Context: an optimization exercise on an open-source flow, tuned for small area. The choices shown serve that exercise and are no tape-out recipe. Function was checked by simulation only, so behaviour that the tests miss may differ from the original. No activity file was given, so power comes from the tool's default toggle rates.

## Median_Filter
module Median_Filter #(
    parameter WIDTH  = 32,
    parameter HEIGHT = 24
)(
    output wire [7:0] median_pixel,
    output wire       out_valid,
    input  wire [7:0] pixel_in,
    input  wire       in_valid,
    input  wire       rst,
    input  wire       clk
);
Settings: LEC_CHECK=0, CAP_MARGIN=5, CORE_MARGIN=2, CORE_UTILIZATION=65, CTS_BUF_LIST=sky130_fd_sc_hd__clkbuf_16, CTS_CLUSTER_DIAMETER=60, CTS_CLUSTER_SIZE=25, SLEW_MARGIN=5; clock period 2.8 ns.
standard.sh (not shown) runs the stock make flow with config.mk's settings and CLKGATE_MAP_FILE= SYNTH_SCRIPT=/design/flow/synth_recipe.tcl, a recipe that flattens the netlist after the stock synthesis.
==> flow/flow/run.sh <==
#!/bin/bash
# The standard layout (standard.sh), with clock tree synthesis told to
# cluster the flip-flops under clkbuf_8 leaf buffers and not to add dummy
# loads. The make output goes to standard.log; each tool's own log is under
# orfs/logs/.
set -euo pipefail
export CTS_ARGS="-sink_clustering_enable -repair_clock_nets -sink_clustering_size 18 -sink_clustering_max_diameter 50 -sink_clustering_buffer sky130_fd_sc_hd__clkbuf_8 -buf_list sky130_fd_sc_hd__clkbuf_16 -dont_use_dummy_load"
bash standard.sh > standard.log 2>&1
The starting point completed with no timing, DRC or antenna violations.
Change:
==> flow/flow/run.sh (replaced) <==
#!/bin/bash
# The standard layout (standard.sh) with two changes: every port still gets
# its own buffer, but a plain buf_1; and clock tree synthesis clusters the
# flip-flops under clkbuf_8 leaf buffers and adds no dummy loads. The make
# output goes to standard.log; each tool's own log is under orfs/logs/.
set -euo pipefail
export BUFFER_PORTS_ARGS="-buffer_cell sky130_fd_sc_hd__buf_1"
export CTS_ARGS="-sink_clustering_enable -repair_clock_nets -sink_clustering_size 18 -sink_clustering_max_diameter 50 -sink_clustering_buffer sky130_fd_sc_hd__clkbuf_8 -buf_list sky130_fd_sc_hd__clkbuf_16 -dont_use_dummy_load"
bash standard.sh > standard.log 2>&1
- CAP_MARGIN: 5 -> 20
- CORE_UTILIZATION: 65 -> 60
- SLEW_MARGIN: 5 -> 20
The changed run passed the timing, DRC and antenna checks. Setup slack improves by 28 ps. Final cell count is higher by 0.47%. Synthesized area stays the same. Wire length goes up by 0.62%. Utilization goes down by 6.3 points. Final area falls by 0.92%. Total power hardly moves. Clock skew increases by 5.4 ps. Synthesized cell count stays the same. Critical path depth rises by 1. Clock-buffer cell count went up by 1.
Change:
- CORE_UTILIZATION: 60 -> 55
- CTS_BUF_LIST: sky130_fd_sc_hd__clkbuf_16 -> unset
- CTS_CLUSTER_DIAMETER: 60 -> unset
- CTS_CLUSTER_SIZE: 25 -> unset
Setup slack got worse by 38 ps.
Area after synthesis is unchanged.
Via count came out higher by 1.0%.

---

run A:
Another version of the RTL of Median_Filter (not shown whole).
For scale: about 1,200 cells after synthesis, ~20 I/O pins, ~22,000 sq um of cells after synthesis.
export LEC_CHECK = 0
export CAP_MARGIN = 20
export CORE_MARGIN = 2
export CORE_UTILIZATION = 40
export SLEW_MARGIN = 20
create_clock -name core_clock -period 2.8 [get_ports {clk}]
run.sh (not shown) runs the stock make flow with config.mk's settings and CLKGATE_MAP_FILE= SYNTH_SCRIPT=/design/flow/synth_recipe.tcl, a recipe that flattens the netlist after the stock synthesis.
Stock flow here: none of the scripts above is used.
Run A: flow completed, timing, DRC and antenna clean
Modified inputs, run B compared to run A
- putting GPL_TIMING_DRIVEN at 0 where nothing was set
- putting CTS_CLUSTER_DIAMETER at 60 where nothing was set
- putting CTS_BUF_LIST at sky130_fd_sc_hd__clkbuf_16 where nothing was set
- putting CTS_CLUSTER_SIZE at 25 where nothing was set
- swapping 40 for 65 in CORE_UTILIZATION
==> notes.md <==
- Run B ended with every stage complete and zero timing, DRC or antenna violations.
- Number of H-tree branching levels was higher in the run labelled run A.
- Compared with run A, run B shows a sequential cell fraction of total power that is 8.3 points higher.
- Of the two values seen for termination of the worst setup path, r_mid[0] was produced by run A and r_mid[5] by run B.
- Compared with run A, in run B horizontal extent of the die decreased 21%, length of routed met2 wiring decreased 1.1 mm.
- Run B ended up with a lower total placed instance area than run A did.
- In the reports for run A and run B, the larger TritonCTS buffer count belongs to run A.
Modified inputs, run C compared to run B
- a change of CTS_CLUSTER_DIAMETER from 60 to 40
- a change of CTS_CLUSTER_SIZE from 25 to 12
- a change of CTS_BUF_LIST from sky130_fd_sc_hd__clkbuf_16 to sky130_fd_sc_hd__clkbuf_8
- a change of CORE_UTILIZATION from 65 to 40
- a deleted GPL_TIMING_DRIVEN that had been 0
Results
Comparing run B and run C, the higher count of clock-buffer cells in the layout is on run C.
Area taken by multi-input logic gates went down by a few percent going from run B to run C.
As of run C, cell total after placement had risen by more than 10% compared to run B.
Changes in run D relative to run C:
- changing CTS_BUF_LIST from sky130_fd_sc_hd__clkbuf_8 to sky130_fd_sc_hd__clkbuf_16
- changing CORE_UTILIZATION from 40 to 65
- changing CTS_CLUSTER_DIAMETER from 40 to 60
- changing CTS_CLUSTER_SIZE from 12 to 25
## What came out
- Run D vs run C: leakage power figure down
- Multi-input gate share of the layout cell area in run D is 0.17 points higher than in run C
- Diff run C -> run D: power went down by 4.6%; worst setup slack grew by 0.025 ns; non-clock buffer count shows a reduction of about 3.2%; overall global routing resource usage shows an increase of 6.7 points.
Here is what was changed in the inputs of run E compared with run D.
- CORE_UTILIZATION: 65 -> 40
Findings:
Status: final global-route overflow total parity (run D, run E)
Higher placed wire-length estimate goes to run E over run D.
Worst hold slack on run E is down relative to run D.

---

RTL: one of the versions met above, not the one the previous note started from.
Size in the first run: ~1100 cells after synthesis, ~660 flip-flops, about 20 I/O pins, roughly 0.022 mm² of cells after synthesis.
clock: 2.8 ns
lec_check: 0
cap_margin: 20
core_margin: 2
core_utilization: 65
cts_buf_list: sky130_fd_sc_hd__clkbuf_16
cts_cluster_diameter: 60
cts_cluster_size: 25
slew_margin: 20
standard.sh (not shown) runs the stock make flow with config.mk's settings and CLKGATE_MAP_FILE= SYNTH_SCRIPT=/design/flow/synth_recipe.tcl, a recipe that flattens the netlist after the stock synthesis.
==> flow/flow/run.sh <==
#!/bin/bash
# The standard layout (standard.sh), with clock tree synthesis told to
# cluster the flip-flops under clkbuf_8 leaf buffers and not to add dummy
# loads. The make output goes to standard.log; each tool's own log is under
# orfs/logs/.
set -euo pipefail
export CTS_ARGS="-sink_clustering_enable -repair_clock_nets -sink_clustering_size 18 -sink_clustering_max_diameter 50 -sink_clustering_buffer sky130_fd_sc_hd__clkbuf_8 -buf_list sky130_fd_sc_hd__clkbuf_16 -dont_use_dummy_load"
bash standard.sh > standard.log 2>&1
The first run passed the timing, DRC and antenna checks.
==> next run, changes <==
==> flow/flow/run.sh (replaced) <==
#!/bin/bash
# The standard layout (standard.sh), with clock tree synthesis told not to
# add dummy loads. The make output goes to standard.log; each tool's own log
# is under orfs/logs/.
set -euo pipefail
export CTS_ARGS="-sink_clustering_enable -repair_clock_nets -sink_clustering_size 25 -sink_clustering_max_diameter 60 -buf_list sky130_fd_sc_hd__clkbuf_16 -dont_use_dummy_load"
bash standard.sh > standard.log 2>&1
CORE_UTILIZATION = 70   (was 65)
CTS_BUF_LIST = not set   (was sky130_fd_sc_hd__clkbuf_16)
CTS_CLUSTER_DIAMETER = not set   (was 60)
CTS_CLUSTER_SIZE = not set   (was 25)
GPL_TIMING_DRIVEN = 0   (was not set)
Result: Now the flow never finished: it broke off in detailed placement. Area after synthesis stays the same. Synthesized cell count is unchanged.
==> next run, changes <==
==> flow/flow/run.sh (replaced) <==
#!/bin/bash
# The standard layout (standard.sh), with clock tree synthesis told to
# cluster the flip-flops under clkbuf_8 leaf buffers and not to add dummy
# loads. The make output goes to standard.log; each tool's own log is under
# orfs/logs/.
set -euo pipefail
export CTS_ARGS="-sink_clustering_enable -repair_clock_nets -sink_clustering_size 18 -sink_clustering_max_diameter 50 -sink_clustering_buffer sky130_fd_sc_hd__clkbuf_8 -buf_list sky130_fd_sc_hd__clkbuf_16 -dont_use_dummy_load"
bash standard.sh > standard.log 2>&1
CORE_UTILIZATION = 65   (was 70)
Now the flow finished with timing, DRC and antenna clean.
Area after synthesis is unchanged.
Synthesized cell count is unchanged.
==> next run, changes <==
==> flow/flow/run.sh (replaced) <==
#!/bin/bash
# The standard layout (standard.sh) with two changes: every port still gets
# its own buffer, but a plain buf_1; and clock tree synthesis clusters the
# flip-flops under clkbuf_8 leaf buffers and adds no dummy loads. The make
# output goes to standard.log; each tool's own log is under orfs/logs/.
set -euo pipefail
export BUFFER_PORTS_ARGS="-buffer_cell sky130_fd_sc_hd__buf_1"
export CTS_ARGS="-sink_clustering_enable -repair_clock_nets -sink_clustering_size 18 -sink_clustering_max_diameter 50 -sink_clustering_buffer sky130_fd_sc_hd__clkbuf_8 -buf_list sky130_fd_sc_hd__clkbuf_16 -dont_use_dummy_load"
bash standard.sh > standard.log 2>&1
CORE_UTILIZATION = 50   (was 65)
GPL_TIMING_DRIVEN = not set   (was 0)
The changed run completed without violations.
Hold slack degrades by 0.15 ns.
Power is about the same.
Count of clock-buffer cells in the layout grows by 2.
Wire length grows by 4.4%.
Final area barely changes.
Synthesized cell count stays the same.
Setup slack improves by 0.063 ns.
Non-clock buffer count shrinks by 3.
First-iteration DRC count grows by 8.7%.
Clock power grows by about 4%.
Synthesized area does not change.
==> next run, changes <==
==> flow/flow/run.sh (replaced) <==
#!/bin/bash
# The standard layout (standard.sh) with two changes: every port still gets
# its own buffer, but a plain buf_1; and clock tree synthesis clusters the
# flip-flops under clkbuf_4 leaf buffers and adds no dummy loads. The make
# output goes to standard.log; each tool's own log is under orfs/logs/.
set -euo pipefail
export BUFFER_PORTS_ARGS="-buffer_cell sky130_fd_sc_hd__buf_1"
export CTS_ARGS="-sink_clustering_enable -repair_clock_nets -sink_clustering_size 10 -sink_clustering_max_diameter 35 -sink_clustering_buffer sky130_fd_sc_hd__clkbuf_4 -buf_list sky130_fd_sc_hd__clkbuf_16 -dont_use_dummy_load"
bash standard.sh > standard.log 2>&1
CORE_UTILIZATION = 65   (was 50)
CTS_BUF_LIST = sky130_fd_sc_hd__clkbuf_16   (was not set)
CTS_CLUSTER_DIAMETER = 60   (was not set)
CTS_CLUSTER_SIZE = 25   (was not set)
Flip-flop and latch count is unchanged.
Final cell count drops by a few percent.
Critical path depth stays the same.
Synthesized area is unchanged.
Combinational power stays flat.
Wire length stays flat.
Synthesized cell count does not change.
Maximum frequency rises slightly.
Hold slack loses 0.014 ns.

---

== job 3242 ==
Starting RTL as in the previous note.
==> flow/config.mk <==
export PLATFORM = sky130hd
export DESIGN_NAME = Median_Filter
export DESIGN_NICKNAME = Median_Filter
export VERILOG_FILES = /design/flow/design.v
export SDC_FILE = /design/flow/constraint.sdc
export NUM_CORES = 4
export LEC_CHECK = 0
export CAP_MARGIN = 20
export CORE_MARGIN = 2
export CORE_UTILIZATION = 60
export SLEW_MARGIN = 20
==> flow/constraint.sdc <==
create_clock -name core_clock -period 2.8 [get_ports {clk}]
set_input_delay 0.5600 -clock core_clock [delete_from_list [all_inputs] [get_ports {clk}]]
set_output_delay 0.5600 -clock core_clock [all_outputs]
set_load 0.01 [all_outputs]
==> flow/flow/run.sh <==
#!/bin/bash
# The standard layout (standard.sh) with these changes: every port still
# gets its own buffer, but a plain buf_1; clock tree synthesis clusters the
# flip-flops under clkbuf_8 leaf buffers and adds no dummy loads; after global
# routing the resizer downsizes gates on paths with slack to spare (ORFS's
# RECOVER_POWER step), and flow/post_grt.tcl then repairs slew and
# capacitance again. The make output goes to standard.log; each tool's own
# log is under orfs/logs/.
set -euo pipefail
export BUFFER_PORTS_ARGS="-buffer_cell sky130_fd_sc_hd__buf_1"
export CTS_ARGS="-sink_clustering_enable -repair_clock_nets -sink_clustering_size 18 -sink_clustering_max_diameter 50 -sink_clustering_buffer sky130_fd_sc_hd__clkbuf_8 -buf_list sky130_fd_sc_hd__clkbuf_16 -dont_use_dummy_load"
export RECOVER_POWER=100
export POST_GLOBAL_ROUTE_TCL="$PWD/flow/post_grt.tcl"
bash standard.sh > standard.log 2>&1
==> flow/flow/post_grt.tcl <==
# Run after ORFS's global route step, which ends with its RECOVER_POWER
# downsizing: repair any slew or capacitance the downsizing broke, then
# legalise, reroute the changed nets and write the route guides again.
global_route -start_incremental
repair_design -verbose -slew_margin 20 -cap_margin 20
detailed_placement
global_route -end_incremental
estimate_parasitics -global_routing
write_guides $::env(RESULTS_DIR)/route.guide
Job 3242: done, clean on timing, DRC and antenna
Setup changes, job 3242 to job 2570
==> flow/flow/run.sh <==
#!/bin/bash
# The standard layout (standard.sh), with clock tree synthesis told to
# cluster the flip-flops under clkbuf_8 leaf buffers and not to add dummy
# loads. The make output goes to standard.log; each tool's own log is under
# orfs/logs/.
set -euo pipefail
export CTS_ARGS="-sink_clustering_enable -repair_clock_nets -sink_clustering_size 22 -sink_clustering_max_diameter 60 -sink_clustering_buffer sky130_fd_sc_hd__clkbuf_8 -buf_list sky130_fd_sc_hd__clkbuf_16 -dont_use_dummy_load"
bash standard.sh > standard.log 2>&1
--- a/flow/config.mk
+++ b/flow/config.mk
@@ -8,4 +8,7 @@
 export CAP_MARGIN = 20
 export CORE_MARGIN = 2
-export CORE_UTILIZATION = 60
+export CORE_UTILIZATION = 65
+export CTS_BUF_LIST = sky130_fd_sc_hd__clkbuf_16
+export CTS_CLUSTER_DIAMETER = 60
+export CTS_CLUSTER_SIZE = 25
 export SLEW_MARGIN = 20
removed: flow/flow/post_grt.tcl
Results
- [compare] base=job 3242 new=job 2570: core utilization rose by 6.3 points, clock skew grew by 6.1 ps, tapcell count has decreased, area added between synthesis and finish increased by 1.1 points relative to the old numbers.
- Compared job 2570 against job 3242; total number of vias within noise.
- Job 2570 vs. job 3242: share of the clock period used by the worst path went up, part of the power in combinational logic +1.0 points.
- Job 2570 reached the final stage; the timing, DRC and antenna checks on its layout passed.
### job 2570 -> job 9869
==> flow/flow/run.sh <==
#!/bin/bash
# The standard layout (standard.sh) with two changes: every port still gets
# its own buffer, but a plain buf_1; and clock tree synthesis clusters the
# flip-flops under clkbuf_8 leaf buffers and adds no dummy loads. The make
# output goes to standard.log; each tool's own log is under orfs/logs/.
set -euo pipefail
export BUFFER_PORTS_ARGS="-buffer_cell sky130_fd_sc_hd__buf_1"
export CTS_ARGS="-sink_clustering_enable -repair_clock_nets -sink_clustering_size 18 -sink_clustering_max_diameter 50 -sink_clustering_buffer sky130_fd_sc_hd__clkbuf_8 -buf_list sky130_fd_sc_hd__clkbuf_16 -dont_use_dummy_load"
bash standard.sh > standard.log 2>&1
--- a/flow/config.mk
+++ b/flow/config.mk
@@ -8,7 +8,4 @@
 export CAP_MARGIN = 20
 export CORE_MARGIN = 2
-export CORE_UTILIZATION = 65
-export CTS_BUF_LIST = sky130_fd_sc_hd__clkbuf_16
-export CTS_CLUSTER_DIAMETER = 60
-export CTS_CLUSTER_SIZE = 25
+export CORE_UTILIZATION = 60
 export SLEW_MARGIN = 20
[summary]
- Job 2570 → job 9869: post-layout worst setup margin went up, core occupancy in the finished layout fell 6.0 points, sequential power share fell by 1.1 points.
- The number of cells on the worst hold path reported for job 9869 is greater than that of job 2570 by 1.
- Relative to job 2570, met1 layer usage reported by global route decreased by 2.1 points in job 9869.
- Highest routing layer actually used: met5 -> job 9869, met4 -> job 2570
- Going from job 2570 to job 9869, the number of buffers inserted during clock tree synthesis was found to have gone up by 23%.

---

Setup of v29:
Median_Filter again, from the RTL that the note above started with.
==> flow/config.mk <==
export PLATFORM = sky130hd
export DESIGN_NAME = Median_Filter
export DESIGN_NICKNAME = Median_Filter
export VERILOG_FILES = /design/flow/design.v
export SDC_FILE = /design/flow/constraint.sdc
export NUM_CORES = 4
export LEC_CHECK = 0
export CAP_MARGIN = 20
export CORE_MARGIN = 2
export CORE_UTILIZATION = 60
export SLEW_MARGIN = 20
==> flow/constraint.sdc <==
create_clock -name core_clock -period 2.8 [get_ports {clk}]
set_input_delay 0.5600 -clock core_clock [delete_from_list [all_inputs] [get_ports {clk}]]
set_output_delay 0.5600 -clock core_clock [all_outputs]
set_load 0.01 [all_outputs]
==> flow/flow/run.sh <==
#!/bin/bash
# The standard layout (standard.sh) with three changes: every port still
# gets its own buffer, but a plain buf_1; clock tree synthesis clusters the
# flip-flops under clkbuf_8 leaf buffers and adds no dummy loads; and after
# global routing the resizer downsizes gates on paths with slack to spare
# (ORFS's RECOVER_POWER step, on 30% of them). The make output goes to standard.log; each
# tool's own log is under orfs/logs/.
set -euo pipefail
export BUFFER_PORTS_ARGS="-buffer_cell sky130_fd_sc_hd__buf_1"
export CTS_ARGS="-sink_clustering_enable -repair_clock_nets -sink_clustering_size 18 -sink_clustering_max_diameter 50 -sink_clustering_buffer sky130_fd_sc_hd__clkbuf_8 -buf_list sky130_fd_sc_hd__clkbuf_16 -dont_use_dummy_load"
export RECOVER_POWER=30
bash standard.sh > standard.log 2>&1
[inputs] v16 vs v29
- setting CTS_CLUSTER_SIZE to 25 for the first time
- changing CORE_UTILIZATION from 60 to 65
- setting CTS_BUF_LIST to sky130_fd_sc_hd__clkbuf_16 for the first time
- setting CTS_CLUSTER_DIAMETER to 60 for the first time
==> flow/flow/run.sh <==
#!/bin/bash
# The standard layout (standard.sh) with two changes: every port still gets
# its own buffer, but a plain buf_1; and clock tree synthesis clusters the
# flip-flops under clkbuf_8 leaf buffers and adds no dummy loads. The make
# output goes to standard.log; each tool's own log is under orfs/logs/.
set -euo pipefail
export BUFFER_PORTS_ARGS="-buffer_cell sky130_fd_sc_hd__buf_1"
export CTS_ARGS="-sink_clustering_enable -repair_clock_nets -sink_clustering_size 18 -sink_clustering_max_diameter 50 -sink_clustering_buffer sky130_fd_sc_hd__clkbuf_8 -buf_list sky130_fd_sc_hd__clkbuf_16 -dont_use_dummy_load"
bash standard.sh > standard.log 2>&1
==> comparison <==
[compare] base=v29 new=v16: design area rose about 0.44%; first-pass GRT wire length rose 2.0%; met3 track utilization from global routing about even; DRC violation total after the first TritonRoute iteration fell 5.3%; headroom to the max-slew limit fell 21 points. From v29 to v16, count of instances resized after the clock tree is built did not move at all. NOTE number of global-route vias before repair v29->v16 increased slightly.
Input changes introduced in v3 (baseline for comparison: v16):
- changing CORE_UTILIZATION from 65 to 80
==> flow/run.sh (new file) <==
#!/bin/bash
# synth_recipe.tcl (not shown) runs the flow's synth.tcl, then flattens the netlist and writes it again
# the make line also repeats each setting of config.mk as NAME=value (left out here)
make -C /OpenROAD-flow-scripts/flow DESIGN_CONFIG=/design/flow/config.mk WORK_HOME=/design/flow/orfs CLKGATE_MAP_FILE= SYNTH_SCRIPT=/design/flow/synth_recipe.tcl finish
removed: flow/flow/run.sh
removed: flow/standard.sh
## What came out
Status(v3) = ERROR, stage = clock tree synthesis (4_1_cts)
The higher pre-CTS worst setup slack of v3 and v16 is in v16.
Summary of v3 over v16: die boundary width now sits lower, number of top-level pins now sits at about the same level, quantity of gates resized following cts now sits higher, total number of H-tree levels now sits at about the same level.
On number of distinct library cells after synthesis, v3 and v16 are basically level.
The last weighted congestion value of the routability-driven placer of v3 exceeds that of v16 by 0.0031.
Number of placed instances with taps included delta for v3 relative to v16: about 7% lower
Diff v3 and v16: clock buffer count from CTS higher in v16
Initial core utilization, v3 and v16: smaller value in v16

-- what the ideal ports hide --
In the flow no input, the clock included, has a driving cell. The finished layouts below were timed again as built, in two steps. Step 1, drivers: a clkbuf_16 drives clk and a buf_2 each remaining input, both assumed. Step 2 adds t to the input delays and takes it off the output delays; t is the mean of the earliest and latest rising clock arrival at the registers after step 1. Input paths then give back, and output paths get back, about the clock's delay inside the block. Slacks: ideal / step 1 / step 2; pairs: ideal / step 1.
| run | t (ns) | setup WS [ns] | worst slew at a driven data input, ns |
|---|---|---|---|
| the first run of note 1 | 0.565 | 0.103 / 0.103 / -0.243 | 0.07 |
| the second run of note 1 | 0.589 | 0.131 / 0.131 / 0.043 | 0.06 |
| the third run of note 1 | 0.578 | 0.093 / 0.093 / 0.047 | 0.09 |
| run A | 0.635 | 0.068 / 0.068 / -0.514 | 0.05 |
| run B | 0.584 | 0.023 / 0.023 / -0.502 | 0.05 |
| run C | 0.695 | 0.049 / 0.049 / -0.439 | 0.05 |
| run D | 0.585 | 0.074 / 0.074 / -0.459 | 0.06 |
| run E | 0.647 | 0.056 / 0.056 / -0.491 | 0.05 |
| the first run of note 3 | 0.565 | 0.103 / 0.103 / -0.243 | 0.07 |
| the third run of note 3 | 0.588 | 0.035 / 0.035 / -0.326 | 0.07 |
| the fourth run of note 3 | 0.589 | 0.098 / 0.098 / 0.068 | 0.07 |
| the fifth run of note 3 | 0.593 | 0.147 / 0.147 / 0.059 | 0.07 |
| job 3242 | 0.588 | 0.127 / 0.127 / 0.045 | 0.06 |
| job 2570 | 0.551 | 0.111 / 0.111 / -0.208 | 0.07 |
| job 9869 | 0.589 | 0.131 / 0.131 / 0.043 | 0.06 |
| v29 | 0.589 | 0.131 / 0.131 / 0.043 | 0.06 |
| v16 | 0.574 | 0.138 / 0.138 / 0.078 | 0.07 |
With both steps, setup timing fails in 9 of these runs, where it was met with ideal ports. For run A, which loses most, drivers alone change the setup slack by 0.000 ns; drivers and shift together by -0.582 ns.
